Source: an optimization exercise on an open RTL-to-GDS flow (aim: small area). Production flows keep margins and buffers that such runs may drop.
Only simulation tests tie the RTL to the original design; equivalence was not proved.
Power figures rest on the tool's default switching activity, not on a simulated workload.

==> flow/design.v <==
`timescale 1ns / 1ps
module sevenSeg(
    input clk,
    input rst,
    input clr,
    input inc,
    input seg_en,           
    output reg[6:0] seg,
    output[3:0] an
    );
    reg[3:0] tens;       
    reg[3:0] ones;
    reg clr_p, inc_p;    
    reg counter;         
    reg on;              
    wire game_started = clr_p || !(tens[3] && tens[2]);
    wire upd = seg_en && game_started;
    always@(posedge clk)begin
        if(rst)begin
            tens <= 4'd15;
            ones <= 4'd0;
            clr_p <= 0;
            counter <= 0;
            on <= 0;
        end
        else begin
            clr_p <= clr || (clr_p && !upd);
            if(upd)begin
                if(clr_p)begin
                    tens <= 4'd0;
                    ones <= 4'd0;
                end
                else if(inc_p)begin
                    if(ones == 4'd9)begin
                        ones <= 4'd0;
                        tens <= tens + 4'd1;
                    end
                    else
                        ones <= ones + 4'd1;
                end
                counter <= ~counter;
                on <= 1;
            end
        end
    end
    always@(posedge clk)
        inc_p <= inc || (inc_p && !upd);
    assign an = {2'b11, ~counter, ~(on & ~counter)};
    localparam [15:0] SEG0 = 16'h0012;
    localparam [15:0] SEG1 = 16'h0060;
    localparam [15:0] SEG2 = 16'h0004;
    localparam [15:0] SEG3 = 16'h0092;
    localparam [15:0] SEG4 = 16'h02ba;
    localparam [15:0] SEG5 = 16'h008e;
    localparam [15:0] SEG6 = 16'hfc83;
    wire[3:0] digit = counter ? tens : ones;
    always@(*)begin
        seg = {SEG6[digit], SEG5[digit], SEG4[digit], SEG3[digit], SEG2[digit], SEG1[digit], SEG0[digit]};
    end
endmodule
`timescale 1ns / 1ps
module simon(
    input clk,
    input rst,   
    input btnR,  
    input btnD,
    input btnU,
    input btnL,
    input btnC,
    output reg[3:0] led,
    output [6:0] seg,
    output [3:0] an
    );
    localparam START_STATE = 2'b00;
    localparam LED_STATE = 2'b01;
    localparam INPUT_STATE = 2'b10;
    localparam FAIL_STATE = 2'b11;
    localparam [31:0] F25 = 32'hf0a00f0f;
    localparam [4:0] I25 = 5'd6;
    localparam [4:0] Z25 = 5'd22;
    reg[2:0] c8;
    reg[4:0] m25;
    wire tick = (m25 == Z25) && !c8[0];
    wire seg_en = (c8 == 3'd4);
    always@(posedge clk) begin
        if(rst)begin
            c8 <= 3'd0;
            m25 <= I25;
        end
        else begin
            c8 <= c8 + 3'd1;
            m25 <= {m25[3:0], F25[m25]};
        end
    end
    localparam [1:0] CU = 2'd0, CR = 2'd1, CD = 2'd2, CL = 2'd3;
    localparam [31:0] FS = 32'h0cfef301;      
    localparam [31:0] PS = 32'h55a5aaa9;      
    localparam [31:0] ROM0 = 32'h62b2b686;   
    localparam [31:0] ROM1 = 32'heb02ee73;
    localparam [4:0] S1 = 5'd1, S2 = 5'd2, S3 = 5'd4, S31 = 5'd16;
    function [6:0] succ;
        input [6:0] p;
        succ = {p[6:5] + {1'b0, p[4:0] == S31}, p[3:0], FS[p[4:0]]};
    endfunction
    function [6:0] pred;
        input [6:0] p;
        pred = {p[6:5] - {1'b0, p[4:0] == 5'd0}, PS[p[4:0]], p[4:1]};
    endfunction
    function [3:0] onehot;
        input [1:0] c;
        onehot = 4'b0001 << c;
    endfunction
    reg[1:0] state;
    reg blink;
    reg[6:0] sc;            
    reg[6:0] cc;            
    reg[6:0] th;            
    reg[1:0] lo;            
    reg[1:0] prev;          
    reg btnC_next,btnR_next,btnL_next,btnD_next,btnU_next;
    wire[3:0] btn = {btnL_next, btnD_next, btnR_next, btnU_next};
    wire r_low = (cc[4:0] == 5'd0) || (cc[4:0] == S1) || (cc[4:0] == S2) || (cc[4:0] == S3);
    wire exc = ((cc[6:5] == 2'd0) && (cc[4:0] == 5'd0)) || ((cc[6:5] == 2'd3) && r_low);
    wire[1:0] cur = exc ? CU : {ROM1[cc[4:0]], ROM0[cc[4:0]]};
    wire at_score = (cc == sc);
    reg[1:0] state_v;
    reg blink_v;
    reg[6:0] sc_v, cc_v, th_v;
    reg[1:0] lo_v, prev_v;
    reg[3:0] led_v;
    reg match, fail, inc;
    always@(*) begin
        state_v = state;
        blink_v = blink;
        sc_v = sc;
        cc_v = cc;
        th_v = th;
        lo_v = lo;
        prev_v = prev;
        led_v = led;
        match = 1'b0;
        fail = 1'b0;
        inc = 1'b0;
        if(btnC_next)begin
            sc_v = 7'd0;
            cc_v = 7'd0;
            lo_v = 2'd0;
            state_v = LED_STATE;
            if(tick)begin
                led_v = onehot(CU);
                cc_v = {2'd0, S1};
                lo_v = 2'd2;
            end
        end
        else case(state)
        START_STATE: begin
            if(tick)begin
                led_v = {~blink, blink, ~blink, blink};
                blink_v = ~blink;
            end
        end
        LED_STATE: begin
            if(tick)begin
                led_v = onehot(cur);
                if(lo == 2'd2)begin
                    cc_v = 7'd0;
                    th_v = sc;
                    lo_v = 2'd3;
                    prev_v = CU;
                    state_v = INPUT_STATE;
                end
                else begin
                    cc_v = succ(cc);
                    if(at_score)
                        lo_v = 2'd2;
                end
            end
        end
        INPUT_STATE: begin
            led_v = 4'b0000;
            if(tick)begin
                if(th == 7'd0 && lo == 2'd2)
                    fail = 1'b1;
                if(lo == 2'd2)begin
                    lo_v = 2'd0;
                    th_v = pred(th);
                end
                else
                    lo_v = lo + 2'd1;
            end
            match = btn[cur];
            if(|(btn & ~onehot(match ? cur : prev)))
                fail = 1'b1;
            if(match)
                prev_v = cur;
            if(match && at_score)begin
                inc = 1'b1;
                sc_v = succ(sc);
                cc_v = 7'd0;
                lo_v = 2'd0;
                state_v = (sc == {2'd3, S3}) ? FAIL_STATE : LED_STATE;
            end
            else begin
                if(match)
                    cc_v = succ(cc);
                if(fail)
                    state_v = FAIL_STATE;
            end
        end
        FAIL_STATE: begin
            state_v = START_STATE;
        end
        endcase
    end
    always@(posedge clk)begin
        if(rst)begin
            btnC_next <= 0;
            btnU_next <= 0;
            btnD_next <= 0;
            btnR_next <= 0;
            btnL_next <= 0;
            state <= START_STATE;
            blink <= 0;
            led <= 0;
        end
        else begin
            btnC_next <= btnC;
            btnU_next <= btnU;
            btnD_next <= btnD;
            btnR_next <= btnR;
            btnL_next <= btnL;
            state <= state_v;
            blink <= blink_v;
            led <= led_v;
        end
    end
    always@(posedge clk)begin
        sc <= sc_v;
        cc <= cc_v;
        th <= th_v;
        lo <= lo_v;
        prev <= prev_v;
    end
    sevenSeg an0(.clk(clk),.rst(rst),.clr(btnC_next),.inc(inc),.seg_en(seg_en),.seg(seg),.an(an));
endmodule
==> flow/flow/run.sh <==
#!/bin/bash
# Layout flow: the standard layout, except that synthesis maps the logic
# with an area-oriented ABC script (flow/abc.script) and without Yosys's
# adder extraction. Everything after synthesis is the standard flow.
set -euo pipefail
W=$PWD
rm -rf "$W/scripts_synth"
cp -r "$FLOW_HOME/scripts" "$W/scripts_synth"
cp "$W/flow/abc.script" "$W/scripts_synth/abc_area.script"
cp "$W/flow/abc.script" "$W/scripts_synth/abc_speed.script"
# synthesis (the same ORFS synthesis steps, with the ABC script above)
SCRIPTS_DIR="$W/scripts_synth" ADDER_MAP_FILE= bash standard.sh synth > "$W/synth.log" 2>&1
# the rest of the standard flow, from the synthesized netlist
bash standard.sh > "$W/layout.log" 2>&1
==> flow/flow/abc.script <==
strash
&get -n
&deepsyn -T 60
&put
dch -f
map -a
topo
==> flow/standard.sh <==
#!/bin/bash
# synth_recipe.tcl (not shown) runs the flow's synth.tcl, then flattens the netlist and writes it again
# the make line also repeats each setting of config.mk as NAME=value (left out here)
make -C /OpenROAD-flow-scripts/flow DESIGN_CONFIG=/design/flow/config.mk WORK_HOME=/design/flow/orfs CLKGATE_MAP_FILE= SYNTH_SCRIPT=/design/flow/synth_recipe.tcl "${@:-finish}"
==> flow/config.mk <==
export PLATFORM = sky130hd
export DESIGN_NAME = simon
export DESIGN_NICKNAME = simon
export VERILOG_FILES = /design/flow/design.v
export SDC_FILE = /design/flow/constraint.sdc
export NUM_CORES = 4
export LEC_CHECK = 0
export ABC_AREA = 1
export CAP_MARGIN = 20
export CORE_MARGIN = 2
export CORE_UTILIZATION = 65
export SLEW_MARGIN = 20
==> flow/constraint.sdc <==
create_clock -name core_clock -period 10.0 [get_ports {clk}]
set_input_delay 2.0000 -clock core_clock [delete_from_list [all_inputs] [get_ports {clk}]]
set_output_delay 2.0000 -clock core_clock [all_outputs]
set_load 0.01 [all_outputs]
==> impl_metrics.csv, run 1 <==
group,metric,value,unit
run_status,status,"timing/DRC/antenna clean",
power_and_ir_drop,leakagePower,1.16,nW
floorplan,core-area,3970,um2
timing,skew,5.25,ps
global_routing,grt_pass1_vias,2234,
setup_path,path_max_fanout,10,
floorplan,fp.dieH,68.1,um
clock_network,clockBufferDepth,2,
timing,layout_min_cycle_time,4690,ps
timing,maxSlewViolCount,0,
hold_path,min_to,"m25[4]",
power_and_ir_drop,p_per_area,162,nW/um2
hold_path,hold_class,"reg2reg",
clock_network,clkTransAtPathRegs,60,ps
setup_path,rr_endpoint,"cc[0]",
yosys,ys_dominant_reg_cell,"dfxtp_1",
timing,rsz0062_at_grt,"no",
timing,hold_viol,0,
setup_path,worst_setup_path_end_kind,"output pin",
routing,routed_wl,5740,um
clock_network,cts-htree-levels,3,
yosys,synth_cell_types,30,
clock_network,clock_latency,330,ps
yosys,synth-seq-cells,57,
timing,timing.final.ws_setup,5310,ps
routing,drc,0,
final_layout,diodes,0,
setup_path,worstSetupStartpointType,"flop",
final_layout,drive_above_1_share,0.0475,
power_and_ir_drop,p_total,0.504,mW
setup_path,reg2reg_from,"cc[3]",
final_layout,syn2layout_area_growth,16.5,%
global_routing,overflow,0,
timing,tns,0,ps
timing,period_share,0.469,
yosys,synth.most_common_cell,"nor2_1",
global_routing,grt_pass1_wl,9390,um
clock_network,post_cts_buffers,0,
routing,via_per_inst,5.56,
yosys,synthArstFlopShare,0,
yosys,synth_edf_count,18,
yosys,synth_commonest_cells,"63 x nor2_1, 62 x clkinv_1, 45 x nand2_1, 39 x dfxtp_1, 31 x o21ai_0",
placement,place_congestion,0.903,
clock_network,cts_tree,"done",
setup_path,reg2reg_slack,6470,ps
yosys,ys.warnings.count,2,
yosys,syn_area_per_cell,7.72,um2
routing,first_iter_violations,118,
placement,dpl.hpwl,4240,um
floorplan,dieArea,4640,um2
routing,ant_nets,0,
yosys,synth.top_cell.area_share,0.292,
power_and_ir_drop,ir_drop,0.000190,V
setup_path,crit_arrival,2690,ps
clock_network,cts_buffers,9,
yosys,yosysTopAreaCell,"dfxtp_1",
yosys,synth.yosys.seq_area_share,0.495,
yosys,ys_top_cells_by_area,"dfxtp_1 29%, edfxtp_1 20%, nor2_1 8.9%",
routing,vias,2387,
routing,wl_per_cell,13.4,um
hold_path,holdPathStages,2,
yosys,netlist_instances,346,
global_routing,grt_max_degree,21,
routing,dr.pass1.iters,4,
global_routing,gr-usage-all-layers,0.273,
timing,worst_pin_slew,1080,ps
setup_path,reg2reg_depth,18,
floorplan,row_count,23,
timing,fmax,0.213,GHz
timing,slew_headroom,0.273,
job,maxCapViolCount,0,
final_layout,nets,382,
setup_path,cp.required,8000,ps
global_routing,antenna_found_initial,0,
clock_network,holdBufCountCts,0,
clock_network,root_buffer,"clkbuf_8",
clock_network,cts_resized,0,
floorplan,pin_count,22,
setup_path,critPathKind,"reg2out",
floorplan,start_util,0.673,
clock_network,cts.sinks,57,
placement,place_ws,5660,ps
placement,io_buffers,19,
floorplan,die_x,68.1,um
hold_path,hp-start,"m25[3]",
yosys,synth_area,2670,um2
timing,setup_viol,0,
## through the flow
| stage | instance area [um2] | instances | util | hold WS, ps |
|---|---|---|---|---|
| after floorplan | 2680 | 347 | - | 407 |
| after global placement | 2910 | 414 | 0.733 | 423 |
| after detailed placement | 2910 | 414 | 0.733 | 428 |
| after CTS | 3110 | 429 | 0.784 | 437 |
| after global routing | 3110 | 429 | 0.784 | 450 |
| final | 3110 | 429 | 0.784 | 439 |
## flip-flops by register name, indices dropped and copies added, names as in the netlist
register,cells
an0.inc_p,1
th,7
state,2
btnR_next,1
lo,2
an0.clr_p,1
prev,2
cc,7
blink,1
btnU_next,1
led,4
an0.ones,4
sc,7
an0.counter,1
btnL_next,1
c8,3
btnD_next,1
an0.on,1
btnC_next,1
m25,5
an0.tens,4
## metal layers
metal	vias up	GRT usage	routed length, um	part of all wire
met5	-	0	0	0
met4	0	0.140	74	0.013
met3	7	0.0526	233	0.041
met2	56	0.462	2750	0.48
met1	1090	0.330	2680	0.47
li1	1234	-	-	-
## kinds of logic (layout without fill, tap and decap cells)
| family | count (synthesis) | after routing | synth area share |
|---|---|---|---|
| compound gates | 79 | 79 | 0.178 |
| xor+xnor | 5 | 5 | 0.0164 |
| buf+inv | 64 | 96 | 0.0927 |
| flops | 57 | 57 | 0.495 |
| other cells | 1 | 2 | 0.00140 |
| simple gates | 140 | 140 | 0.216 |
## area by class of cell
cell class	instances	area, um2
multi-input combinational	226	1110
inverter	62	233
tap	50	62.6
fill	301	858
clock buffer	14	195
clock inverter	1	5.00
sequential	57	1320
timing repair buffer	19	190
## cells in the final DEF, fill, tap and decap left out, types with 9 or more instances in the layout
cell type	n
nor2_1	63
clkinv_1	62
nand2_1	45
dfxtp_1	39
o21ai_0	31
clkdlybuf4s50_1	19
edfxtp_1	18
a21oi_1	16
nor3_1	13
clkbuf_8	10
nand3_1	9
o22ai_1	9
## how the worst max path moves through the flow
stage,from,end
after floorplan,an0.counter,seg[1]
after global placement,an0.counter,seg[1]
after detailed placement,an0.counter,seg[1]
after CTS,an0.counter,seg[1]
after global routing,an0.counter,seg[1]
final,an0.counter,seg[1]
## worst max-delay path, stage by stage (launching register included)
cell             delay, ps
dfxtp_1                460
clkinv_1               170
or2_2                  290
o21ai_0                170
clkinv_1               190
a211oi_1               310
nand2_1                120
nand2_1                100
nor3_1                  50
clkdlybuf4s50_1        500
## report_power, final
part	switching, mW	total, mW	internal, mW	leakage, nW
logic	0.0252	0.0409	0.0157	0.568
registers	0.00664	0.253	0.247	0.487
clock network	0.0850	0.210	0.125	0.103
total	0.117	0.504	0.388	1.16
==> inputs of run 2 (changes only) <==
--- a/flow/design.v
+++ b/flow/design.v
@@ -13,14 +13,13 @@
     reg clr_p, inc_p;    
     reg counter;         
-    reg on;              
-    wire game_started = clr_p || !(tens[3] && tens[2]);
+    wire on = !(tens[3] && tens[2]);
+    wire game_started = clr_p || on;
     wire upd = seg_en && game_started;
     always@(posedge clk)begin
         if(rst)begin
-            tens <= 4'd15;
+            tens[3:2] <= 2'b11;
             ones <= 4'd0;
             clr_p <= 0;
             counter <= 0;
-            on <= 0;
         end
         else begin
@@ -40,5 +39,4 @@
                 end
                 counter <= ~counter;
-                on <= 1;
             end
         end
@@ -72,8 +70,9 @@
     output [3:0] an
     );
-    localparam START_STATE = 2'b00;
-    localparam LED_STATE = 2'b01;
-    localparam INPUT_STATE = 2'b10;
-    localparam FAIL_STATE = 2'b11;
+    localparam START_STATE = 3'b000;
+    localparam FAIL_STATE = 3'b001;
+    localparam LED_STATE = 3'b010;
+    localparam LAST_STATE = 3'b011;
+    localparam INPUT_STATE = 3'b111;
     localparam [31:0] F25 = 32'hf0a00f0f;
     localparam [4:0] I25 = 5'd6;
@@ -111,10 +110,9 @@
         onehot = 4'b0001 << c;
     endfunction
-    reg[1:0] state;
+    reg[2:0] state;
     reg blink;
     reg[6:0] sc;            
     reg[6:0] cc;            
     reg[6:0] th;            
-    reg[1:0] lo;            
     reg[1:0] prev;          
     reg btnC_next,btnR_next,btnL_next,btnD_next,btnU_next;
@@ -124,8 +122,8 @@
     wire[1:0] cur = exc ? CU : {ROM1[cc[4:0]], ROM0[cc[4:0]]};
     wire at_score = (cc == sc);
-    reg[1:0] state_v;
+    reg[2:0] state_v;
     reg blink_v;
     reg[6:0] sc_v, cc_v, th_v;
-    reg[1:0] lo_v, prev_v;
+    reg[1:0] prev_v;
     reg[3:0] led_v;
     reg match, fail, inc;
@@ -136,5 +134,4 @@
         cc_v = cc;
         th_v = th;
-        lo_v = lo;
         prev_v = prev;
         led_v = led;
@@ -145,47 +142,22 @@
             sc_v = 7'd0;
             cc_v = 7'd0;
-            lo_v = 2'd0;
             state_v = LED_STATE;
             if(tick)begin
                 led_v = onehot(CU);
                 cc_v = {2'd0, S1};
-                lo_v = 2'd2;
-            end
-        end
-        else case(state)
-        START_STATE: begin
-            if(tick)begin
-                led_v = {~blink, blink, ~blink, blink};
-                blink_v = ~blink;
-            end
-        end
-        LED_STATE: begin
-            if(tick)begin
-                led_v = onehot(cur);
-                if(lo == 2'd2)begin
-                    cc_v = 7'd0;
-                    th_v = sc;
-                    lo_v = 2'd3;
-                    prev_v = CU;
-                    state_v = INPUT_STATE;
-                end
-                else begin
-                    cc_v = succ(cc);
-                    if(at_score)
-                        lo_v = 2'd2;
-                end
-            end
-        end
-        INPUT_STATE: begin
+                state_v = LAST_STATE;
+            end
+        end
+        else if(state[2])begin
             led_v = 4'b0000;
             if(tick)begin
-                if(th == 7'd0 && lo == 2'd2)
+                if(th == 7'd0 && state[1:0] == 2'd2)
                     fail = 1'b1;
-                if(lo == 2'd2)begin
-                    lo_v = 2'd0;
+                if(state[1:0] == 2'd2)begin
+                    state_v = 3'b100;
                     th_v = pred(th);
                 end
                 else
-                    lo_v = lo + 2'd1;
+                    state_v = {1'b1, state[1:0] + 2'd1};
             end
             match = btn[cur];
@@ -198,5 +170,4 @@
                 sc_v = succ(sc);
                 cc_v = 7'd0;
-                lo_v = 2'd0;
                 state_v = (sc == {2'd3, S3}) ? FAIL_STATE : LED_STATE;
             end
@@ -208,5 +179,28 @@
             end
         end
-        FAIL_STATE: begin
+        else case(state[1:0])
+        2'b00: begin
+            if(tick)begin
+                led_v = {~blink, blink, ~blink, blink};
+                blink_v = ~blink;
+            end
+        end
+        2'b10, 2'b11: begin
+            if(tick)begin
+                led_v = onehot(cur);
+                if(state[0])begin
+                    cc_v = 7'd0;
+                    th_v = sc;
+                    prev_v = CU;
+                    state_v = INPUT_STATE;
+                end
+                else begin
+                    cc_v = succ(cc);
+                    if(at_score)
+                        state_v = LAST_STATE;
+                end
+            end
+        end
+        2'b01: begin
             state_v = START_STATE;
         end
@@ -216,8 +210,4 @@
         if(rst)begin
             btnC_next <= 0;
-            btnU_next <= 0;
-            btnD_next <= 0;
-            btnR_next <= 0;
-            btnL_next <= 0;
             state <= START_STATE;
             blink <= 0;
@@ -226,8 +216,4 @@
         else begin
             btnC_next <= btnC;
-            btnU_next <= btnU;
-            btnD_next <= btnD;
-            btnR_next <= btnR;
-            btnL_next <= btnL;
             state <= state_v;
             blink <= blink_v;
@@ -239,5 +225,8 @@
         cc <= cc_v;
         th <= th_v;
-        lo <= lo_v;
+        btnU_next <= btnU;
+        btnD_next <= btnD;
+        btnR_next <= btnR;
+        btnL_next <= btnL;
         prev <= prev_v;
     end
==> flow/flow/run.sh (replaced) <==
#!/bin/bash
# Layout flow: the standard layout (standard.sh) with these changes:
#  - synthesis maps the logic with an area-oriented ABC script (flow/abc.script)
#    and without Yosys's adder extraction; the synthesis steps are otherwise
#    ORFS's, so the registers are the standard synthesis's;
#  - the port buffers are buf_1 cells;
#  - clock tree synthesis uses clkbuf_8 buffers and no dummy loads.
set -euo pipefail
W=$PWD
rm -rf "$W/scripts_synth"
cp -r "$FLOW_HOME/scripts" "$W/scripts_synth"
cp "$W/flow/abc.script" "$W/scripts_synth/abc_area.script"
cp "$W/flow/abc.script" "$W/scripts_synth/abc_speed.script"
SCRIPTS_DIR="$W/scripts_synth" ADDER_MAP_FILE= bash standard.sh synth > "$W/synth.log" 2>&1
export BUFFER_PORTS_ARGS="-buffer_cell sky130_fd_sc_hd__buf_1"
export CTS_ARGS="-buf_list sky130_fd_sc_hd__clkbuf_8 -sink_clustering_enable -repair_clock_nets -dont_use_dummy_load"
bash standard.sh > "$W/layout.log" 2>&1
==> flow/flow/abc.script (replaced) <==
strash
&get -n
&deepsyn -T 60
&put
dch -f
amap
topo
==> impl_metrics.csv, run 2 <==
group,metric,value,unit
placement,dpl.hpwl,4000,um
final_layout,syn2layout_area_growth,7.77,%
global_routing,grt_pass1_wl,8810,um
clock_network,clkTransAtPathRegs,90,ps
setup_path,path_max_fanout,7,
routing,wl_per_cell,13.7,um
floorplan,start_util,0.685,
final_layout,drive_above_1_share,0.0181,
clock_network,cts_tree,"done",
timing,hold_viol,0,
timing,fmax,0.222,GHz
global_routing,gr-usage-all-layers,0.262,
setup_path,worstSetupStartpointType,"flop",
setup_path,critPathKind,"reg2out",
yosys,synth_compound_area_frac,0.218,
routing,via_per_inst,5.81,
timing,tns,0,ps
yosys,syn_area_per_cell,8.23,um2
power_and_ir_drop,intPower,0.296,mW
final_layout,diodes,0,
yosys,synth.most_common_cell,"nor2_1",
global_routing,overflow,0,
run_status,status,"timing/DRC/antenna clean",
timing,skew,15.4,ps
global_routing,antenna_found_initial,0,
placement,place_congestion,0.925,
power_and_ir_drop,switchingPower,0.0930,mW
timing,setup_viol,0,
final_layout,mostFrequentLayoutCells,"67 x nor2_1, 48 x clkinv_1, 37 x dfxtp_1",
clock_network,cts_buffers,5,
yosys,synth_area,2530,um2
floorplan,row_count,22,
yosys,ys_top_cells_by_area,"dfxtp_1 29%, edfxtp_1 21%, nor2_1 10%",
yosys,ys.warnings.count,2,
final_layout,nets,340,
power_and_ir_drop,power_frac_comb,0.094,
power_and_ir_drop,swShare,0.239,
yosys,synth-xor-area-share,0,
clock_network,post_cts_buffers,0,
yosys,ys_dominant_reg_cell,"dfxtp_1",
clock_network,cts_resized,0,
power_and_ir_drop,ir_drop,0.0000980,V
routing,first_iter_violations,242,
routing,routed_wl,5200,um
placement,io_buffers,19,
floorplan,core-area,3690,um2
timing,period_share,0.450,
timing,worst_pin_slew,776,ps
yosys,synth_top_family_by_area,"compound AO/OA/AOI/OAI gates",
timing,rsz0062_at_grt,"no",
routing,drc,0,
power_and_ir_drop,p_total,0.389,mW
clock_network,clock_latency,300,ps
routing,ant_nets,0,
yosys,yosys.area_share.adder,0,
timing,layout_min_cycle_time,4500,ps
yosys,synthArstFlopShare,0,
power_and_ir_drop,seq_power_share,0.626,
yosys,muxShareOfSynthArea,0,
clock_network,root_buffer,"clkbuf_8",
floorplan,dieArea,4400,um2
final_layout,reg_top3,"cc x7, sc x7, th x7",
floorplan,fp.dieH,66.4,um
power_and_ir_drop,leakagePower,0.926,nW
setup_path,crit_arrival,2500,ps
yosys,yosys.area_share.simple,0.196,
floorplan,pin_count,22,
yosys,synth_edf_count,18,
job,maxCapViolCount,0,
final_layout,num-fill-cells,290,
clock_network,clockBufferDepth,2,
yosys,netlist_instances,307,
clock_network,cts-htree-levels,2,
yosys,synth-seq-cells,55,
timing,slew_headroom,0.477,
setup_path,cp.required,8000,ps
routing,dr.pass1.iters,6,
final_layout,final_common_cell,"nor2_1",
yosys,yosysTopAreaCell,"dfxtp_1",
global_routing,grt_pass1_vias,2056,
floorplan,die_x,66.4,um
clock_network,cts.sinks,55,
clock_network,holdBufCountCts,0,
yosys,synth.yosys.seq_area_share,0.507,
power_and_ir_drop,clock_power_share,0.280,
routing,vias,2201,
yosys,synth.top_cell.area_share,0.293,
yosys,synth_commonest_cells,"67 x nor2_1, 48 x clkinv_1, 37 x dfxtp_1, 26 x o22ai_1",
hold_path,hold_class,"reg2reg",
setup_path,worst_setup_path_end_kind,"output pin",
timing,maxSlewViolCount,0,
global_routing,grt_max_degree,18,
yosys,synth_cell_types,36,
power_and_ir_drop,p_per_area,143,nW/um2
-- run 2: changes by cell type in the layout (fill, tap and decap cells not counted), sizes merged, moves of 5 or more --
cell | before | now
o21a | 0 | 5
clkbuf | 14 | 5
nor2b | 0 | 5
nand3 | 9 | 1
o21ai | 31 | 20
nand2 | 45 | 20
clkinv | 63 | 48
clkdlybuf4s50 | 19 | 0
buf | 0 | 20
o22ai | 9 | 26
nor3 | 13 | 5
-- run 2: cell type report --
| class | instances | area [um2] | share of cell area |
|---|---|---|---|
| clock buffer | 5 | 68.8 | 0.0253 |
| inverter | 48 | 180 | 0.0661 |
| multi-input combinational | 203 | 1050 | 0.387 |
| sequential | 55 | 1280 | 0.470 |
| tap | 48 | 60.1 | 0.0220 |
| timing repair buffer | 20 | 78.8 | 0.0289 |
-- run 2: metal layers --
metal / track usage / vias up / part of all wire
li1: - / 1120 / -
met1: 0.342 / 997 / 0.46
met2: 0.420 / 79 / 0.47
met3: 0.0630 / 5 / 0.063
met4: 0.102 / 0 / 0.012
met5: 0 / - / 0
-- run 2: cells by family after synthesis --
| group | count (synthesis) |
|---|---|
| AOI/OAI and AO/OA | 87 |
| buffers and inverters | 50 |
| DFF | 55 |
| other | 1 |
| and+or+nand+nor | 114 |
-- run 2: path summary, 6_finish.rpt --
kind	startpoint	endpoint	slack (ps)	cells past startpoint
setup / recovery	an0.counter	seg[5]	5500	10
hold / removal	led[2]	led[2]	460	2
setup reg to reg	cc[1]	state[0]	6400	17
hold reg to reg	led[2]	led[2]	460	2
-- run 2: critical path: stages (launching register included) --
cell	delay, ps
dfxtp_1	440
clkinv_1	190
o22ai_1	260
clkinv_1	160
o21a_1	210
a31oi_1	140
o31ai_1	120
or2_0	270
nor2_1	180
nor3_1	80
buf_1	140
-- run 2: stage by stage --
step / cell area (um2) / instances / utilization / hold WS (ps) / setup slack, ps
finish: 2720 / 379 / 0.738 / 456 / 5500
global route: 2720 / 379 / 0.738 / 487 / 5250
CTS: 2720 / 379 / 0.738 / 461 / 5510
detailed placement: 2660 / 374 / 0.720 / 439 / 5840
global placement: 2660 / 374 / 0.720 / 430 / 6040
floorplan: 2530 / 308 / - / 417 / 5930
-- run 2: power by group through the flow --
stage / Clock, mW / Sequential [mW] / Combinational [mW]
global placement: 0 / 0.249 / 0.0350
finish: 0.109 / 0.244 / 0.0365
floorplan: 0 / 0.247 / 0.0275
global route: 0.120 / 0.245 / 0.0415
detailed placement: 0 / 0.249 / 0.0360
CTS: 0.110 / 0.244 / 0.0362
==> inputs of run 3 (changes only) <==
--- a/flow/design.v
+++ b/flow/design.v
@@ -93,9 +93,9 @@
     end
     localparam [1:0] CU = 2'd0, CR = 2'd1, CD = 2'd2, CL = 2'd3;
-    localparam [31:0] FS = 32'h0cfef301;      
-    localparam [31:0] PS = 32'h55a5aaa9;      
-    localparam [31:0] ROM0 = 32'h62b2b686;   
-    localparam [31:0] ROM1 = 32'heb02ee73;
-    localparam [4:0] S1 = 5'd1, S2 = 5'd2, S3 = 5'd4, S31 = 5'd16;
+    localparam [31:0] FS = 32'h5d0ca2f3;      
+    localparam [31:0] PS = 32'h66a655a5;      
+    localparam [31:0] ROM0 = 32'hbe4a1c1a;   
+    localparam [31:0] ROM1 = 32'hce205df7;
+    localparam [4:0] S1 = 5'd1, S2 = 5'd3, S3 = 5'd6, S31 = 5'd16;
     function [6:0] succ;
         input [6:0] p;
@@ -106,7 +106,7 @@
         pred = {p[6:5] - {1'b0, p[4:0] == 5'd0}, PS[p[4:0]], p[4:1]};
     endfunction
-    function [3:0] onehot;
+    function [3:0] onehot;      
         input [1:0] c;
-        onehot = 4'b0001 << c;
+        onehot = {c == CL, c == CD, c == CR, c == CU};
     endfunction
     reg[2:0] state;
@@ -161,5 +161,5 @@
                     state_v = {1'b1, state[1:0] + 2'd1};
             end
-            match = btn[cur];
+            match = |(btn & onehot(cur));
             if(|(btn & ~onehot(match ? cur : prev)))
                 fail = 1'b1;
@@ -168,7 +168,7 @@
             if(match && at_score)begin
                 inc = 1'b1;
-                sc_v = succ(sc);
+                sc_v = succ(cc);        
                 cc_v = 7'd0;
-                state_v = (sc == {2'd3, S3}) ? FAIL_STATE : LED_STATE;
+                state_v = (cc == {2'd3, S3}) ? FAIL_STATE : LED_STATE;
             end
             else begin
==> flow/flow/run.sh (replaced) <==
#!/bin/bash
# Layout flow: the standard layout (standard.sh) with these changes:
#  - synthesis maps the logic with an area-oriented ABC script (flow/abc.script,
#    deep synthesis with random seed @SEED@) and without Yosys's adder
#    extraction; it runs for four seeds and keeps the smallest netlist. The
#    synthesis steps are otherwise ORFS's, so the registers are the standard
#    synthesis's;
#  - the port buffers are buf_1 cells;
#  - clock tree synthesis uses clkbuf_8 buffers and no dummy loads.
set -euo pipefail
W=$PWD
best=""
bestarea=""
for s in 0 1 2 3; do
  rm -rf "$W/scripts_s$s" "$W/orfs_s$s"
  cp -r "$FLOW_HOME/scripts" "$W/scripts_s$s"
  sed "s/@SEED@/$s/" "$W/flow/abc.script" > "$W/scripts_s$s/abc_area.script"
  cp "$W/scripts_s$s/abc_area.script" "$W/scripts_s$s/abc_speed.script"
  sed "s#WORK_HOME=[^ ]*#WORK_HOME=$W/orfs_s$s#" standard.sh > "$W/standard_s$s.sh"
  (SCRIPTS_DIR="$W/scripts_s$s" ADDER_MAP_FILE= bash "$W/standard_s$s.sh" synth > "$W/synth_s$s.log" 2>&1) &
done
wait
for s in 0 1 2 3; do
  a=$(grep -h "Chip area for module" "$W/orfs_s$s/reports/$FLOW_PLATFORM/simon/base/synth_stat.txt" | awk '{print $NF}')
  echo "seed $s: synthesized area $a" >> "$W/synth_choice.log"
  if [[ -z "$bestarea" ]] || awk "BEGIN {exit !($a < $bestarea)}"; then best=$s; bestarea=$a; fi
done
echo "kept seed $best" >> "$W/synth_choice.log"
rm -rf "$W/orfs"
cp -a "$W/orfs_s$best" "$W/orfs"
export BUFFER_PORTS_ARGS="-buffer_cell sky130_fd_sc_hd__buf_1"
export CTS_ARGS="-buf_list sky130_fd_sc_hd__clkbuf_8 -sink_clustering_enable -repair_clock_nets -dont_use_dummy_load"
bash standard.sh > "$W/layout.log" 2>&1
==> flow/flow/abc.script (replaced) <==
strash
&get -n
&deepsyn -T 60 -S @SEED@
&put
dch -f
amap
topo
==> impl_metrics.csv, run 3 <==
group,metric,value,unit
floorplan,dieArea,4420,um2
hold_path,hp-start,"led[2]",
yosys,synth_edf_count,18,
clock_network,holdBufCountCts,0,
final_layout,reg_top3,"cc x7, sc x7, th x7",
final_layout,final-seq-area,1280,um2
placement,dpl.hpwl,3810,um
floorplan,fp.dieH,66.5,um
timing,layout_min_cycle_time,4720,ps
global_routing,overflow,0,
yosys,synth.top_cell.area_share,0.292,
setup_path,cp.required,10200,ps
timing,period_share,0.472,
final_layout,drive_above_1_share,0.0182,
yosys,synth.most_common_cell,"nor2_1",
routing,vias,2235,
floorplan,pin_count,22,
routing,routed_wl,5190,um
setup_path,crit_path_start,"cc[3]",
routing,ant_nets,0,
global_routing,grt_max_degree,21,
setup_path,worstSetupStartpointType,"flop",
timing,rsz0062_at_grt,"no",
timing,setup_viol,0,
clock_network,cts_tree,"done",
setup_path,reg2reg_slack,5280,ps
hold_path,holdPathStages,2,
clock_network,clock_latency,300,ps
final_layout,final_common_cell,"nor2_1",
setup_path,reg2reg_from,"cc[3]",
placement,dp_cells,372,
floorplan,start_util,0.684,
routing,drc,0,
final_layout,stdcell_count,377,
yosys,ys_dominant_reg_cell,"dfxtp_1",
timing,maxSlewViolCount,0,
floorplan,row_count,22,
timing,fmax,0.212,GHz
power_and_ir_drop,p_total,0.388,mW
yosys,synth_cell_types,36,
clock_network,clockBufferDepth,2,
setup_path,critPathKind,"reg2reg",
timing,hold_viol,0,
routing,dr.pass1.iters,5,
final_layout,multi_input_area,1060,um2
setup_path,crit_arrival,4920,ps
clock_network,cts-htree-levels,2,
setup_path,worst_setup_path_end_kind,"flop",
clock_network,post_cts_buffers,0,
placement,place_congestion,0.988,
setup_path,reg2reg_depth,18,
yosys,synth.yosys.seq_area_share,0.504,
yosys,syn_area_per_cell,8.30,um2
timing,worst_pin_slew,835,ps
yosys,synth_area,2540,um2
hold_path,hold_class,"reg2reg",
yosys,yosysTopAreaCell,"dfxtp_1",
power_and_ir_drop,ir_drop,0.0000993,V
yosys,synth_commonest_cells,"52 x nor2_1, 50 x clkinv_1, 37 x dfxtp_1, 22 x o21ai_0",
final_layout,syn2layout_area_growth,7.64,%
global_routing,grt_pass1_wl,8450,um
floorplan,die_x,66.5,um
yosys,ys.warnings.count,2,
routing,wl_per_cell,13.8,um
placement,io_buffers,19,
timing,skew,9.03,ps
yosys,ys_top_cells_by_area,"dfxtp_1 29%, edfxtp_1 21%, nor2_1 7.7%",
power_and_ir_drop,leakagePower,0.914,nW
job,maxCapViolCount,0,
timing,tns,0,ps
final_layout,mostFrequentLayoutCells,"52 x nor2_1, 50 x clkinv_1, 37 x dfxtp_1",
final_layout,diodes,0,
clock_network,clkTransAtPathRegs,90,ps
yosys,synthArstFlopShare,0,
yosys,synth-seq-cells,55,
run_status,status,"timing/DRC/antenna clean",
timing,timing.final.ws_setup,5280,ps
setup_path,path_max_fanout,8,
clock_network,root_buffer,"clkbuf_8",
floorplan,core-area,3720,um2
yosys,netlist_instances,306,
routing,via_per_inst,5.93,
timing,slew_headroom,0.438,
clock_network,cts_resized,0,
final_layout,num-fill-cells,297,
routing,first_iter_violations,162,
global_routing,grt_pass1_vias,1928,
placement,place_ws,5430,ps
global_routing,antenna_found_initial,0,
global_routing,gr-usage-all-layers,0.254,
clock_network,cts.sinks,55,
power_and_ir_drop,p_per_area,142,nW/um2
final_layout,nets,338,
clock_network,cts_buffers,5,
run 3: cell families (layout without fill, tap and decap cells):
family,after synthesis,after routing,share of synthesized area
AOI/OAI and AO/OA,91,91,0.230
buffers and inverters,52,74,0.0798
and+or+nand+nor,107,107,0.184
other,1,2,0.00148
DFF,55,55,0.504
run 3: layout make-up:
type	instances	share of cell area
Multi-Input combinational cell	200	0.389
Clock buffer	5	0.0252
Tap cell	48	0.0220
Timing Repair Buffer	19	0.0261
Inverter	50	0.0686
Sequential cell	55	0.469
run 3: worst max-delay path, stage by stage, from the launching register on:
cell	delay, ps
edfxtp_1	500
clkinv_1	240
nand2_1	140
o211ai_1	100
or4_1	450
o311ai_0	140
o32ai_1	190
o31ai_1	480
o221ai_1	270
o21ai_0	230
nor2_1	70
a21oi_1	170
clkinv_1	110
o32a_1	280
a2111oi_0	500
nor2_1	140
or3_1	390
o21ai_0	170
a21oi_1	50
run 3: per-stage QoR:
stage                     cell area (um2)  hold slack, ps   util
after floorplan                      2540             418      -
after global placement               2660             426  0.716
after detailed placement             2660             433  0.716
after CTS                            2730             469  0.734
after global routing                 2730             474  0.736
final                                2730             462  0.736
run 3: final timing paths:
| check | to |
|---|---|
| max reg2reg | state[0] |
| min reg2reg | led[2] |
| min | led[2] |
| max | state[0] |
run 3: routing by layer:
| layer | global-route usage | part of all wire | wire length (um) | vias to the layer above |
|---|---|---|---|---|
| li1 | - | - | - | 1130 |
| met1 | 0.333 | 0.46 | 2410 | 1011 |
| met2 | 0.404 | 0.45 | 2350 | 82 |
| met3 | 0.0608 | 0.064 | 331 | 12 |
| met4 | 0.102 | 0.018 | 92 | 0 |
| met5 | 0 | 0 | 0 | - |
run 3: report_power, final:
group | switching, mW | internal [mW]
registers | 0.00680 | 0.238
logic | 0.0234 | 0.0127
clock network | 0.0623 | 0.0453
total | 0.0925 | 0.296
==> inputs of run 4 (changes only) <==
--- a/flow/design.v
+++ b/flow/design.v
@@ -110,4 +110,8 @@
         onehot = {c == CL, c == CD, c == CR, c == CU};
     endfunction
+    function [1:0] ledbit;      
+        input [1:0] c;
+        ledbit = (c == CU) ? 2'd0 : (c == CR) ? 2'd1 : (c == CD) ? 2'd2 : 2'd3;
+    endfunction
     reg[2:0] state;
     reg blink;
@@ -122,4 +126,5 @@
     wire[1:0] cur = exc ? CU : {ROM1[cc[4:0]], ROM0[cc[4:0]]};
     wire at_score = (cc == sc);
+    wire multi = (btn[0] & btn[1]) | (btn[2] & btn[3]) | ((btn[0] | btn[1]) & (btn[2] | btn[3]));
     reg[2:0] state_v;
     reg blink_v;
@@ -161,6 +166,6 @@
                     state_v = {1'b1, state[1:0] + 2'd1};
             end
-            match = |(btn & onehot(cur));
-            if(|(btn & ~onehot(match ? cur : prev)))
+            match = btn[ledbit(cur)];
+            if(multi || (!match && (btn != 4'd0) && !btn[ledbit(prev)]))
                 fail = 1'b1;
             if(match)
--- a/flow/flow/run.sh
+++ b/flow/flow/run.sh
@@ -3,5 +3,6 @@
 #  - synthesis maps the logic with an area-oriented ABC script (flow/abc.script,
 #    deep synthesis with random seed @SEED@) and without Yosys's adder
-#    extraction; it runs for four seeds and keeps the smallest netlist. The
+#    extraction; it runs for eight seeds (four at a time) and keeps the
+#    smallest netlist. The
 #    synthesis steps are otherwise ORFS's, so the registers are the standard
 #    synthesis's;
@@ -12,5 +13,5 @@
 best=""
 bestarea=""
-for s in 0 1 2 3; do
+for s in 0 1 2 3 4 5 6 7; do
   rm -rf "$W/scripts_s$s" "$W/orfs_s$s"
   cp -r "$FLOW_HOME/scripts" "$W/scripts_s$s"
@@ -19,9 +20,11 @@
   sed "s#WORK_HOME=[^ ]*#WORK_HOME=$W/orfs_s$s#" standard.sh > "$W/standard_s$s.sh"
   (SCRIPTS_DIR="$W/scripts_s$s" ADDER_MAP_FILE= bash "$W/standard_s$s.sh" synth > "$W/synth_s$s.log" 2>&1) &
+  if [[ $s == 3 ]]; then wait; fi
 done
 wait
-for s in 0 1 2 3; do
-  a=$(grep -h "Chip area for module" "$W/orfs_s$s/reports/$FLOW_PLATFORM/simon/base/synth_stat.txt" | awk '{print $NF}')
+for s in 0 1 2 3 4 5 6 7; do
+  a=$(grep -h "Chip area for module" "$W/orfs_s$s/reports/$FLOW_PLATFORM/simon/base/synth_stat.txt" 2>/dev/null | awk '{print $NF}' || true)
   echo "seed $s: synthesized area $a" >> "$W/synth_choice.log"
+  if [[ -z "$a" || ! -f "$W/orfs_s$s/results/$FLOW_PLATFORM/simon/base/1_synth.odb" ]]; then continue; fi
   if [[ -z "$bestarea" ]] || awk "BEGIN {exit !($a < $bestarea)}"; then best=$s; bestarea=$a; fi
 done
==> impl_metrics.csv, run 4 <==
group,metric,value,unit
run_status,status,"timing/DRC/antenna clean",
floorplan,start_util,0.685,
routing,highest_layer,"met4",
placement,dpl.hpwl,3980,um
setup_path,reg2reg_depth,18,
setup_path,critPathKind,"reg2out",
global_routing,grt_max_degree,20,
final_layout,reg_top3,"cc x7, sc x7, th x7",
global_routing,overflow,0,
hold_path,holdPathStages,1,
power_and_ir_drop,p_per_area,142,nW/um2
routing,wl_met1,2390,um
clock_network,clkTransAtPathRegs,110,ps
hold_path,min_to,"m25[2]",
power_and_ir_drop,intPower,0.295,mW
hold_path,hold_class,"reg2reg",
yosys,synth.most_common_cell,"clkinv_1",
clock_network,cts.sinks,55,
global_routing,gr-usage-all-layers,0.267,
timing,fmax,0.230,GHz
floorplan,core-area,3690,um2
yosys,synth_cell_types,38,
setup_path,crit_arrival,2350,ps
yosys,ys.warnings.count,2,
floorplan,row_count,22,
final_layout,nets,334,
final_layout,final-seq-area,1280,um2
setup_path,path_max_fanout,7,
routing,via_per_inst,5.99,
power_and_ir_drop,switchingPower,0.0916,mW
yosys,synth_area,2530,um2
routing,drc,0,
placement,io_buffers,19,
yosys,ys_dominant_reg_cell,"dfxtp_1",
placement,place_congestion,0.926,
final_layout,mostFrequentLayoutCells,"49 x clkinv_1, 47 x nor2_1, 37 x dfxtp_1",
setup_path,cp_slowest_cell,"o22ai_1",
setup_path,cp.required,8000,ps
routing,vias,2234,
power_and_ir_drop,swShare,0.237,
power_and_ir_drop,seq_power_share,0.633,
clock_network,cts_resized,0,
routing,first_iter_violations,186,
timing,maxSlewViolCount,0,
final_layout,multi_input_area,1050,um2
clock_network,holdBufCountCts,0,
yosys,synth_commonest_cells,"49 x clkinv_1, 47 x nor2_1, 37 x dfxtp_1, 28 x nand2_1, 21 x o21ai_0",
power_and_ir_drop,leakagePower,0.932,nW
routing,dr_wl_met2,2350,um
yosys,yosysTopAreaCell,"dfxtp_1",
yosys,syn_area_per_cell,8.37,um2
job,maxCapViolCount,0,
clock_network,root_buffer,"clkbuf_8",
global_routing,grt_pass1_vias,1986,
timing,hold_viol,0,
yosys,synth-seq-cells,55,
final_layout,final_common_cell,"clkinv_1",
final_layout,diodes,0,
yosys,synth.yosys.seq_area_share,0.507,
global_routing,antenna_found_initial,0,
timing,tns,0,ps
routing,dr.pass1.iters,5,
final_layout,final_util,0.736,
timing,worst_pin_slew,1030,ps
setup_path,rr_endpoint,"state[1]",
timing,slew_headroom,0.305,
power_and_ir_drop,power_frac_comb,0.086,
final_layout,syn2layout_area_growth,7.48,%
routing,routed_wl,5190,um
setup_path,worstSetupStartpointType,"flop",
routing,wl_per_cell,13.9,um
final_layout,num-fill-cells,302,
floorplan,pin_count,22,
setup_path,path_cells,"clkinv_1, o22ai_1, o21a_1, a31oi_1, o31ai_1, or2_0, nor2_1, nor4_1, buf_1",
setup_path,reg2reg_slack,6130,ps
timing,skew,35.2,ps
clock_network,cts_tree,"done",
floorplan,dieArea,4400,um2
clock_network,cts-htree-levels,2,
yosys,synthArstFlopShare,0,
floorplan,die_x,66.4,um
yosys,synth_edf_count,18,
routing,ant_nets,0,
yosys,synth.top_cell.area_share,0.293,
setup_path,worst_setup_path_end_kind,"output pin",
yosys,netlist_instances,302,
power_and_ir_drop,ir_drop,0.0000901,V
global_routing,grt_pass1_wl,8900,um
setup_path,reg2reg_from,"cc[2]",
timing,layout_min_cycle_time,4350,ps
clock_network,post_cts_buffers,0,
setup_path,critPathMaxStageDelay,430,ps
yosys,ys_top_cells_by_area,"dfxtp_1 29%, edfxtp_1 21%, clkinv_1 7.3%",
timing,setup_viol,0,
hold_path,hp-start,"m25[1]",
power_and_ir_drop,clock_power_share,0.281,
clock_network,clockBufferDepth,2,
timing,period_share,0.435,
floorplan,fp.dieH,66.4,um
timing,rsz0062_at_grt,"no",
final_layout,drive_above_1_share,0.0154,
clock_network,clock_latency,320,ps
routing,wl_met3,344,um
clock_network,cts_buffers,5,
power_and_ir_drop,p_total,0.386,mW
## run 4: changes by cell type in the layout (fill, tap and decap cells not counted), sizes merged, moves of 2 or more
cell and delta:
a31oi +3, or3 -2, o22ai -4, nand2 +7, o2111a +2, nor2 -5
a222oi +2, o21a -2, o211ai +2, nand3 +2, nor3 -3, a211oi +2
## run 4: worst max-delay path: cells and delay by family (launching register included)
kind            cells  cell delay (ps)
compound gates      4              810
flops               1              410
buf+inv             2              370
simple gates        3              480
## run 4: how the worst max path moves through the flow
stage,start,endpoint,slack (ps)
after floorplan,an0.counter,seg[2],5990
after global placement,an0.counter,seg[2],6120
after detailed placement,an0.counter,seg[2],6000
after CTS,an0.counter,seg[2],5680
after global routing,an0.counter,seg[2],5430
final,an0.counter,seg[2],5650
## run 4: per-layer routing
metal,vias up,global-route usage
met4,0,0.133
met2,78,0.418
met3,10,0.0426
met5,-,0
li1,1120,-
met1,1026,0.359
## run 4: cell families (layout without fill, tap and decap cells)
group	count (synthesis)	in the layout	share of synthesized area
AND/OR/NAND/NOR	106	106	0.183
AO/OA/AOI/OAI	89	89	0.230
flip-flops	55	55	0.507
buffers and inverters	51	73	0.0787
other	1	2	0.00148
## run 4: per-stage QoR
stage	hold WS [ps]	cell area [um2]	instances	setup WS [ps]
after floorplan	409	2530	303	5990
after global placement	426	2650	368	6120
after detailed placement	438	2650	368	6000
after CTS	464	2720	373	5680
after global routing	488	2720	373	5430
final	459	2720	373	5650
## run 4: power by group through the flow
stage / logic (mW) / clock network (mW) / registers, mW
2_1_floorplan: 0.0254 / 0 / 0.248
3_3_place_gp: 0.0319 / 0 / 0.249
3_5_place_dp: 0.0326 / 0 / 0.250
4_1_cts: 0.0328 / 0.112 / 0.245
5_1_grt: 0.0384 / 0.117 / 0.246
6_report: 0.0331 / 0.109 / 0.245
## run 4: area by class of cell
cell class | instances | share of cell area
Sequential cell | 55 | 0.472
Tap cell | 48 | 0.0221
Clock buffer | 5 | 0.0253
Multi-Input combinational cell | 197 | 0.387
Timing Repair Buffer | 19 | 0.0263
Inverter | 49 | 0.0677
==> inputs of run 5 (changes only) <==
--- a/flow/design.v
+++ b/flow/design.v
@@ -7,9 +7,10 @@
     input seg_en,           
     output reg[6:0] seg,
-    output[3:0] an
+    output[3:0] an,
+    output reg[3:0] tens,   
+    output reg[3:0] ones,
+    output reg clr_p,       
+    output reg inc_p
     );
-    reg[3:0] tens;       
-    reg[3:0] ones;
-    reg clr_p, inc_p;    
     reg counter;         
     wire on = !(tens[3] && tens[2]);
@@ -93,28 +94,12 @@
     end
     localparam [1:0] CU = 2'd0, CR = 2'd1, CD = 2'd2, CL = 2'd3;
-    localparam [31:0] FS = 32'h5d0ca2f3;      
-    localparam [31:0] PS = 32'h66a655a5;      
-    localparam [31:0] ROM0 = 32'hbe4a1c1a;   
-    localparam [31:0] ROM1 = 32'hce205df7;
-    localparam [4:0] S1 = 5'd1, S2 = 5'd3, S3 = 5'd6, S31 = 5'd16;
-    function [6:0] succ;
-        input [6:0] p;
-        succ = {p[6:5] + {1'b0, p[4:0] == S31}, p[3:0], FS[p[4:0]]};
-    endfunction
-    function [6:0] pred;
-        input [6:0] p;
-        pred = {p[6:5] - {1'b0, p[4:0] == 5'd0}, PS[p[4:0]], p[4:1]};
-    endfunction
+    localparam [31:0] ROM0 = 32'h16957326;   
+    localparam [31:0] ROM1 = 32'h5da65aab;
     function [3:0] onehot;      
         input [1:0] c;
         onehot = {c == CL, c == CD, c == CR, c == CU};
     endfunction
-    function [1:0] ledbit;      
-        input [1:0] c;
-        ledbit = (c == CU) ? 2'd0 : (c == CR) ? 2'd1 : (c == CD) ? 2'd2 : 2'd3;
-    endfunction
     reg[2:0] state;
     reg blink;
-    reg[6:0] sc;            
     reg[6:0] cc;            
     reg[6:0] th;            
@@ -122,12 +107,15 @@
     reg btnC_next,btnR_next,btnL_next,btnD_next,btnU_next;
     wire[3:0] btn = {btnL_next, btnD_next, btnR_next, btnU_next};
-    wire r_low = (cc[4:0] == 5'd0) || (cc[4:0] == S1) || (cc[4:0] == S2) || (cc[4:0] == S3);
-    wire exc = ((cc[6:5] == 2'd0) && (cc[4:0] == 5'd0)) || ((cc[6:5] == 2'd3) && r_low);
+    wire[3:0] sc_t, sc_1;
+    wire sc_clr, sc_inc;
+    wire[6:0] sc = {sc_t, 3'b000} + {sc_t, 1'b0} + sc_1;    
+    wire pos0 = (cc == 7'd0);
+    wire exc = pos0 || (cc[6:2] == 5'b11000);
     wire[1:0] cur = exc ? CU : {ROM1[cc[4:0]], ROM0[cc[4:0]]};
-    wire at_score = (cc == sc);
-    wire multi = (btn[0] & btn[1]) | (btn[2] & btn[3]) | ((btn[0] | btn[1]) & (btn[2] | btn[3]));
+    wire at_score = sc_clr ? pos0 : (!sc_inc && cc == sc);
+    wire h_zero = (th == 7'd0);
     reg[2:0] state_v;
     reg blink_v;
-    reg[6:0] sc_v, cc_v, th_v;
+    reg[6:0] cc_v, th_v;
     reg[1:0] prev_v;
     reg[3:0] led_v;
@@ -136,5 +124,4 @@
         state_v = state;
         blink_v = blink;
-        sc_v = sc;
         cc_v = cc;
         th_v = th;
@@ -145,10 +132,9 @@
         inc = 1'b0;
         if(btnC_next)begin
-            sc_v = 7'd0;
             cc_v = 7'd0;
             state_v = LED_STATE;
             if(tick)begin
                 led_v = onehot(CU);
-                cc_v = {2'd0, S1};
+                cc_v = 7'd1;
                 state_v = LAST_STATE;
             end
@@ -157,15 +143,15 @@
             led_v = 4'b0000;
             if(tick)begin
-                if(th == 7'd0 && state[1:0] == 2'd2)
+                if(h_zero && state[1:0] == 2'd2)
                     fail = 1'b1;
                 if(state[1:0] == 2'd2)begin
                     state_v = 3'b100;
-                    th_v = pred(th);
+                    th_v = th - 7'd1;
                 end
                 else
                     state_v = {1'b1, state[1:0] + 2'd1};
             end
-            match = btn[ledbit(cur)];
-            if(multi || (!match && (btn != 4'd0) && !btn[ledbit(prev)]))
+            match = |(btn & onehot(cur));
+            if(|(btn & ~onehot(match ? cur : prev)))
                 fail = 1'b1;
             if(match)
@@ -173,11 +159,10 @@
             if(match && at_score)begin
                 inc = 1'b1;
-                sc_v = succ(cc);        
                 cc_v = 7'd0;
-                state_v = (cc == {2'd3, S3}) ? FAIL_STATE : LED_STATE;
+                state_v = (cc == 7'd99) ? FAIL_STATE : LED_STATE;
             end
             else begin
                 if(match)
-                    cc_v = succ(cc);
+                    cc_v = cc + 7'd1;
                 if(fail)
                     state_v = FAIL_STATE;
@@ -201,5 +186,5 @@
                 end
                 else begin
-                    cc_v = succ(cc);
+                    cc_v = cc + 7'd1;
                     if(at_score)
                         state_v = LAST_STATE;
@@ -227,13 +212,13 @@
     end
     always@(posedge clk)begin
-        sc <= sc_v;
         cc <= cc_v;
         th <= th_v;
+        prev <= prev_v;
         btnU_next <= btnU;
         btnD_next <= btnD;
         btnR_next <= btnR;
         btnL_next <= btnL;
-        prev <= prev_v;
-    end
-    sevenSeg an0(.clk(clk),.rst(rst),.clr(btnC_next),.inc(inc),.seg_en(seg_en),.seg(seg),.an(an));
+    end
+    sevenSeg an0(.clk(clk),.rst(rst),.clr(btnC_next),.inc(inc),.seg_en(seg_en),.seg(seg),.an(an),
+                 .tens(sc_t),.ones(sc_1),.clr_p(sc_clr),.inc_p(sc_inc));
 endmodule
==> impl_metrics.csv, run 5 <==
group,metric,value,unit
timing,layout_min_cycle_time,4210,ps
setup_path,path_buf_inv,2,
yosys,synth.yosys.seq_area_share,0.463,
job,maxCapViolCount,0,
global_routing,antenna_found_initial,0,
final_layout,final_common_cell,"nor2_1",
timing,slew_headroom,0.462,
routing,routed_wl,5170,um
final_layout,drive_above_1_share,0.0178,
setup_path,crit_arrival,2210,ps
floorplan,start_util,0.674,
global_routing,gr-usage-all-layers,0.261,
final_layout,reg_top3,"cc x7, th x7, m25 x5",
global_routing,use_met2,0.439,
floorplan,dieArea,4300,um2
yosys,yosysTopAreaCell,"dfxtp_1",
setup_path,worst_setup_path_end_kind,"output pin",
timing,hold_viol,0,
timing,timing.final.ws_setup,5790,ps
hold_path,holdPathStages,1,
routing,drc,0,
global_routing,overflow,0,
clock_network,cts-htree-levels,2,
clock_network,clockBufferDepth,2,
yosys,syn_area_per_cell,7.88,um2
final_layout,diodes,0,
setup_path,cp_top_family,"compound AO/OA/AOI/OAI gates",
hold_path,min_to,"m25[2]",
yosys,netlist_instances,313,
floorplan,fp.dieH,65.6,um
setup_path,critPathKind,"reg2out",
yosys,synth_area,2470,um2
yosys,synth_commonest_cells,"64 x nor2_1, 44 x clkinv_1, 30 x dfxtp_1, 26 x o21ai_0, 23 x nand2_1",
setup_path,cp.required,8000,ps
setup_path,critPathMaxStageDelay,420,ps
global_routing,grt_max_degree,15,
setup_path,path_max_fanout,7,
clock_network,cts_buffers,5,
yosys,synth.top_cell.area_share,0.244,
yosys,synth_edf_count,18,
run_status,status,"timing/DRC/antenna clean",
floorplan,pin_count,22,
timing,period_share,0.421,
yosys,ys_dominant_reg_cell,"dfxtp_1",
clock_network,cts.sinks,48,
clock_network,holdBufCountCts,0,
setup_path,worstSetupStartpointType,"flop",
clock_network,clkTransAtPathRegs,80,ps
final_layout,final_util,0.728,
power_and_ir_drop,p_per_area,137,nW/um2
power_and_ir_drop,ir_drop,0.000100,V
setup_path,reg2reg_slack,6130,ps
placement,place_ws,6110,ps
setup_path,reg2reg_depth,20,
routing,ant_nets,0,
global_routing,grtUsageMet1,0.339,
floorplan,core-area,3660,um2
clock_network,clock_latency,300,ps
global_routing,grt_busiest_layer,"met2",
yosys,synth-seq-cells,48,
timing,rsz0062_at_grt,"no",
floorplan,row_count,22,
routing,wl_per_cell,13.4,um
clock_network,post_cts_buffers,0,
clock_network,cts_resized,0,
setup_path,cp_slowest_cell,"dfxtp_1",
setup_path,rr_endpoint,"cc[5]",
clock_network,root_buffer,"clkbuf_8",
routing,first_iter_violations,116,
routing,via_per_inst,5.89,
placement,io_buffers,19,
timing,tns,0,ps
global_routing,grt_pass1_vias,2042,
timing,hold_slack,450,ps
final_layout,nets,346,
routing,vias,2268,
final_layout,syn2layout_area_growth,8.02,%
timing,setup_viol,0,
floorplan,die_x,65.6,um
hold_path,hold_class,"reg2reg",
timing,skew,15.5,ps
yosys,ys.warnings.count,2,
power_and_ir_drop,leakagePower,0.909,nW
placement,dpl.hpwl,3990,um
timing,maxSlewViolCount,0,
hold_path,hp-start,"m25[1]",
routing,dr.pass1.iters,4,
setup_path,reg2reg_from,"an0.tens[1]",
clock_network,cts_tree,"done",
yosys,synth_cell_types,31,
yosys,synthArstFlopShare,0,
timing,fmax,0.237,GHz
setup_path,path_cells,"clkinv_1, o22ai_1, o21a_1, a31oi_1, o31ai_1, nor3_1, nor4_1, buf_1",
global_routing,grt_pass1_wl,8710,um
global_routing,use_met3,0.0548,
yosys,ys_top_cells_by_area,"dfxtp_1 24%, edfxtp_1 22%, nor2_1 9.7%",
timing,worst_pin_slew,807,ps
placement,place_congestion,0.924,
yosys,synth.most_common_cell,"nor2_1",
final_layout,mostFrequentLayoutCells,"64 x nor2_1, 44 x clkinv_1, 30 x dfxtp_1",
[run 5: worst reg2reg max path: cells and delay by family (launching register included)]
family,cells,cell delay [ps]
flops,1,470
compound gates,8,1830
simple gates,11,1180
buf+inv,1,130
[run 5: worst max path at each step]
stage / cells after the start / end / slack (ps) / from
after floorplan: 7 / seg[2] / 6030 / an0.counter
after global placement: 8 / seg[2] / 6120 / an0.counter
after detailed placement: 8 / seg[2] / 6110 / an0.counter
after CTS: 8 / seg[2] / 5780 / an0.counter
after global routing: 8 / seg[2] / 5600 / an0.counter
final: 8 / seg[2] / 5790 / an0.counter
[run 5: stage by stage]
stage / power, mW / area (um2) / cells
floorplan: 0.255 / 2470 / 314
global placement: 0.265 / 2590 / 380
detailed placement: 0.266 / 2590 / 380
CTS: 0.365 / 2660 / 385
global route: 0.378 / 2660 / 385
finish: 0.365 / 2660 / 385
[run 5: kinds of logic (layout without fill, tap and decap cells)]
group	after synthesis	in the layout	share of synthesized area
and+or+nand+nor	128	128	0.224
AOI/OAI and AO/OA	90	90	0.238
DFF	48	48	0.463
buffers and inverters	46	69	0.0731
other	1	2	0.00152
[run 5: area by class of cell]
cell class              count  area (um2)
fillers                   305         997
clock buffers               5        68.8
inverters                  44         165
well taps                  48        60.1
multi-input cells         220        1150
flip-flops and latches     48        1140
repair buffers             20        78.8
[run 5: power breakdown]
group	internal (mW)	switching, mW	total, mW	leakage [nW]
registers	0.211	0.00678	0.218	0.413
clock network	0.0452	0.0579	0.103	0.0359
logic	0.0154	0.0283	0.0437	0.460
total	0.272	0.0929	0.365	0.909
[run 5: layer usage]
layer	routed length [um]	vias up
met4	73	0
met5	0	-
met2	2450	77
met1	2340	1017
met3	312	9
li1	-	1165
==> inputs of run 6 (changes only) <==
--- a/flow/flow/run.sh
+++ b/flow/flow/run.sh
@@ -3,5 +3,5 @@
 #  - synthesis maps the logic with an area-oriented ABC script (flow/abc.script,
 #    deep synthesis with random seed @SEED@) and without Yosys's adder
-#    extraction; it runs for eight seeds (four at a time) and keeps the
+#    extraction; it runs for sixteen seeds (four at a time) and keeps the
 #    smallest netlist. The
 #    synthesis steps are otherwise ORFS's, so the registers are the standard
@@ -13,5 +13,5 @@
 best=""
 bestarea=""
-for s in 0 1 2 3 4 5 6 7; do
+for s in $(seq 0 15); do
   rm -rf "$W/scripts_s$s" "$W/orfs_s$s"
   cp -r "$FLOW_HOME/scripts" "$W/scripts_s$s"
@@ -20,8 +20,8 @@
   sed "s#WORK_HOME=[^ ]*#WORK_HOME=$W/orfs_s$s#" standard.sh > "$W/standard_s$s.sh"
   (SCRIPTS_DIR="$W/scripts_s$s" ADDER_MAP_FILE= bash "$W/standard_s$s.sh" synth > "$W/synth_s$s.log" 2>&1) &
-  if [[ $s == 3 ]]; then wait; fi
+  if (( s % 4 == 3 )); then wait; fi
 done
 wait
-for s in 0 1 2 3 4 5 6 7; do
+for s in $(seq 0 15); do
   a=$(grep -h "Chip area for module" "$W/orfs_s$s/reports/$FLOW_PLATFORM/simon/base/synth_stat.txt" 2>/dev/null | awk '{print $NF}' || true)
   echo "seed $s: synthesized area $a" >> "$W/synth_choice.log"
@@ -32,4 +32,7 @@
 rm -rf "$W/orfs"
 cp -a "$W/orfs_s$best" "$W/orfs"
+for s in $(seq 0 15); do
+  if [[ $s != "$best" ]]; then rm -rf "$W/orfs_s$s" "$W/scripts_s$s"; fi
+done
 export BUFFER_PORTS_ARGS="-buffer_cell sky130_fd_sc_hd__buf_1"
 export CTS_ARGS="-buf_list sky130_fd_sc_hd__clkbuf_8 -sink_clustering_enable -repair_clock_nets -dont_use_dummy_load"
==> flow/flow/abc.script (replaced) <==
strash
&get -n
&deepsyn -T 30 -S @SEED@
&put
dch -f
amap
topo
==> impl_metrics.csv, run 6 <==
group,metric,value,unit
run_status,status,"timing/DRC/antenna clean",
final_layout,syn2layout_area_growth,7.65,%
yosys,yosysTopAreaCell,"dfxtp_1",
yosys,synth_cell_types,35,
final_layout,final_common_cell,"nor2_1",
clock_network,root_buffer,"clkbuf_8",
floorplan,start_util,0.675,
timing,timing.final.ws_setup,5800,ps
clock_network,holdBufCountCts,0,
job,maxCapViolCount,0,
clock_network,clkTransAtPathRegs,80,ps
routing,dr.pass1.iters,5,
hold_path,hp-start,"m25[1]",
power_and_ir_drop,leakagePower,0.924,nW
floorplan,dieArea,4310,um2
global_routing,overflow,0,
clock_network,cts.sinks,48,
timing,maxSlewViolCount,0,
yosys,synth.yosys.seq_area_share,0.462,
clock_network,clock_latency,300,ps
yosys,netlist_instances,313,
yosys,ys_dominant_reg_cell,"dfxtp_1",
floorplan,row_count,22,
timing,worst_pin_slew,780,ps
yosys,synth-seq-cells,48,
yosys,synth_edf_count,18,
routing,first_iter_violations,150,
floorplan,fp.dieH,65.7,um
final_layout,drive_above_1_share,0.0149,
routing,routed_wl,5170,um
hold_path,min_to,"m25[2]",
setup_path,worstSetupStartpointType,"flop",
timing,hold_viol,0,
setup_path,worst_setup_path_end_kind,"output pin",
timing,layout_min_cycle_time,4200,ps
placement,dpl.hpwl,3960,um
timing,rsz0062_at_grt,"no",
placement,io_buffers,19,
final_layout,nets,345,
yosys,synth.most_common_cell,"nor2_1",
routing,via_per_inst,5.96,
power_and_ir_drop,ir_drop,0.000116,V
routing,wl_per_cell,13.5,um
clock_network,clockBufferDepth,2,
timing,fmax,0.238,GHz
placement,place_ws,6110,ps
routing,drc,0,
final_layout,final_util,0.727,
routing,ant_nets,0,
yosys,ys_top_cells_by_area,"dfxtp_1 24%, edfxtp_1 22%, nor2_1 9.9%",
final_layout,mostFrequentLayoutCells,"65 x nor2_1, 44 x clkinv_1, 33 x nand2_1",
global_routing,grt_pass1_wl,8800,um
power_and_ir_drop,p_per_area,133,nW/um2
final_layout,diodes,0,
floorplan,core-area,3660,um2
final_layout,fin_area,2660,um2
timing,tns,0,ps
setup_path,critPathKind,"reg2out",
global_routing,gr-usage-all-layers,0.266,
routing,vias,2290,
hold_path,holdPathStages,1,
setup_path,crit_arrival,2200,ps
yosys,syn_area_per_cell,7.89,um2
global_routing,grt_pass1_vias,2001,
clock_network,cts_tree,"done",
timing,period_share,0.420,
setup_path,rr_endpoint,"state[0]",
setup_path,reg2reg_slack,6020,ps
timing,setup_viol,0,
global_routing,antenna_found_initial,0,
setup_path,path_max_fanout,7,
placement,placed_cell_area,2590,um2
hold_path,hold_class,"reg2reg",
yosys,synth_area,2470,um2
timing,slew_headroom,0.475,
clock_network,post_cts_buffers,0,
placement,place_congestion,0.920,
floorplan,die_x,65.7,um
timing,skew,11.4,ps
setup_path,reg2reg_from,"an0.tens[1]",
yosys,ys.warnings.count,2,
floorplan,pin_count,22,
setup_path,cp.required,8000,ps
yosys,synth.top_cell.area_share,0.243,
clock_network,cts-htree-levels,2,
global_routing,grt_max_degree,18,
clock_network,cts_buffers,5,
setup_path,reg2reg_depth,23,
clock_network,cts_resized,0,
yosys,synthArstFlopShare,0,
yosys,synth_commonest_cells,"65 x nor2_1, 44 x clkinv_1, 33 x nand2_1, 30 x dfxtp_1, 20 x o21ai_0",
final_layout,reg_top3,"cc x7, th x7, m25 x5",
==> run 6: changes by cell type in the layout (fill, tap and decap cells not counted), moves of 3 or more <==
cell	delta
o22ai_1	+4
a211oi_1	+3
a22oi_1	-3
o32ai_1	+3
or2_0	+3
o21ai_0	-6
nand3_1	-8
nand2_1	+10
nor3_1	-9
==> run 6: cell families (layout without fill, tap and decap cells) <==
family          after synthesis  count (layout)  share of synthesized area
buf+inv                      46              68                     0.0729
compound gates               93              93                      0.252
other cells                   1               2                    0.00152
flops                        48              48                      0.462
simple gates                125             125                      0.212
==> run 6: metrics by stage <==
step / cells / total power, mW / hold WS, ps
after CTS: 384 / 0.353 / 457
after global placement: 379 / 0.253 / 426
after global routing: 384 / 0.368 / 482
final: 384 / 0.353 / 456
after detailed placement: 379 / 0.254 / 446
after floorplan: 314 / 0.245 / 418
==> run 6: critical path: stages (launching register included) <==
cell      delay, ps
dfxtp_1         450
clkinv_1        240
o22ai_1         410
nor2_1          100
a32o_1          250
nor2_1           90
nand2_1          70
nand2_1         100
nor3_1           50
buf_1           130
==> run 6: layout make-up <==
class | count | area [um2]
flip-flops and latches | 48 | 1140
repair buffers | 19 | 71.3
multi-input cells | 220 | 1150
inverters | 44 | 165
well taps | 48 | 60.1
clock buffers | 5 | 68.8
fillers | 306 | 1000
==> run 6: worst max-delay path by stage <==
stage	startpoint	endpoint	slack (ps)	cells past startpoint
after floorplan	an0.counter	seg[2]	6350	7
after global placement	an0.tens[1]	cc[4]	6190	20
after detailed placement	an0.tens[1]	state[0]	6110	23
after CTS	an0.counter	seg[3]	5810	7
after global routing	cc[0]	state[1]	5480	22
final	an0.counter	seg[2]	5800	9
==> run 6: power breakdown <==
group	switching, mW	internal (mW)	total [mW]
Combinational	0.0216	0.0130	0.0346
Clock	0.0582	0.0451	0.103
Sequential	0.00583	0.210	0.215
Total	0.0856	0.268	0.353
==> run 6: per-layer routing <==
metal  GRT usage  wire length [um]
met5           0                 0
met4      0.0859                60
met3      0.0582               273
met2       0.429              2450
met1       0.356              2390

port drivers added, routing unchanged:
Ports are ideal in the flow. The routed layouts listed here were re-timed in OpenROAD.
Step 1: set_driving_cell puts a clkbuf_16 on clk and a buf_2 on each other input, an assumption about the parent block.
Step 2 times the ports against the registers' clock, not the clock port: input delays grow and output delays shrink by t, the midpoint of the rising clock arrivals with the driver on.
Three values: no drivers, after step 1, after step 2; two values: the first two.
run | t (ns) | slack for setup (ns)
run 1 | 0.350 | 5.306 / 5.282 / 5.632
run 2 | 0.325 | 5.504 / 5.476 / 5.800
run 3 | 0.326 | 5.280 / 5.280 / 5.280
run 4 | 0.331 | 5.647 / 5.618 / 5.948
run 5 | 0.313 | 5.786 / 5.762 / 6.075
run 6 | 0.321 | 5.796 / 5.770 / 6.020
After both steps setup and hold are still met in every run listed.
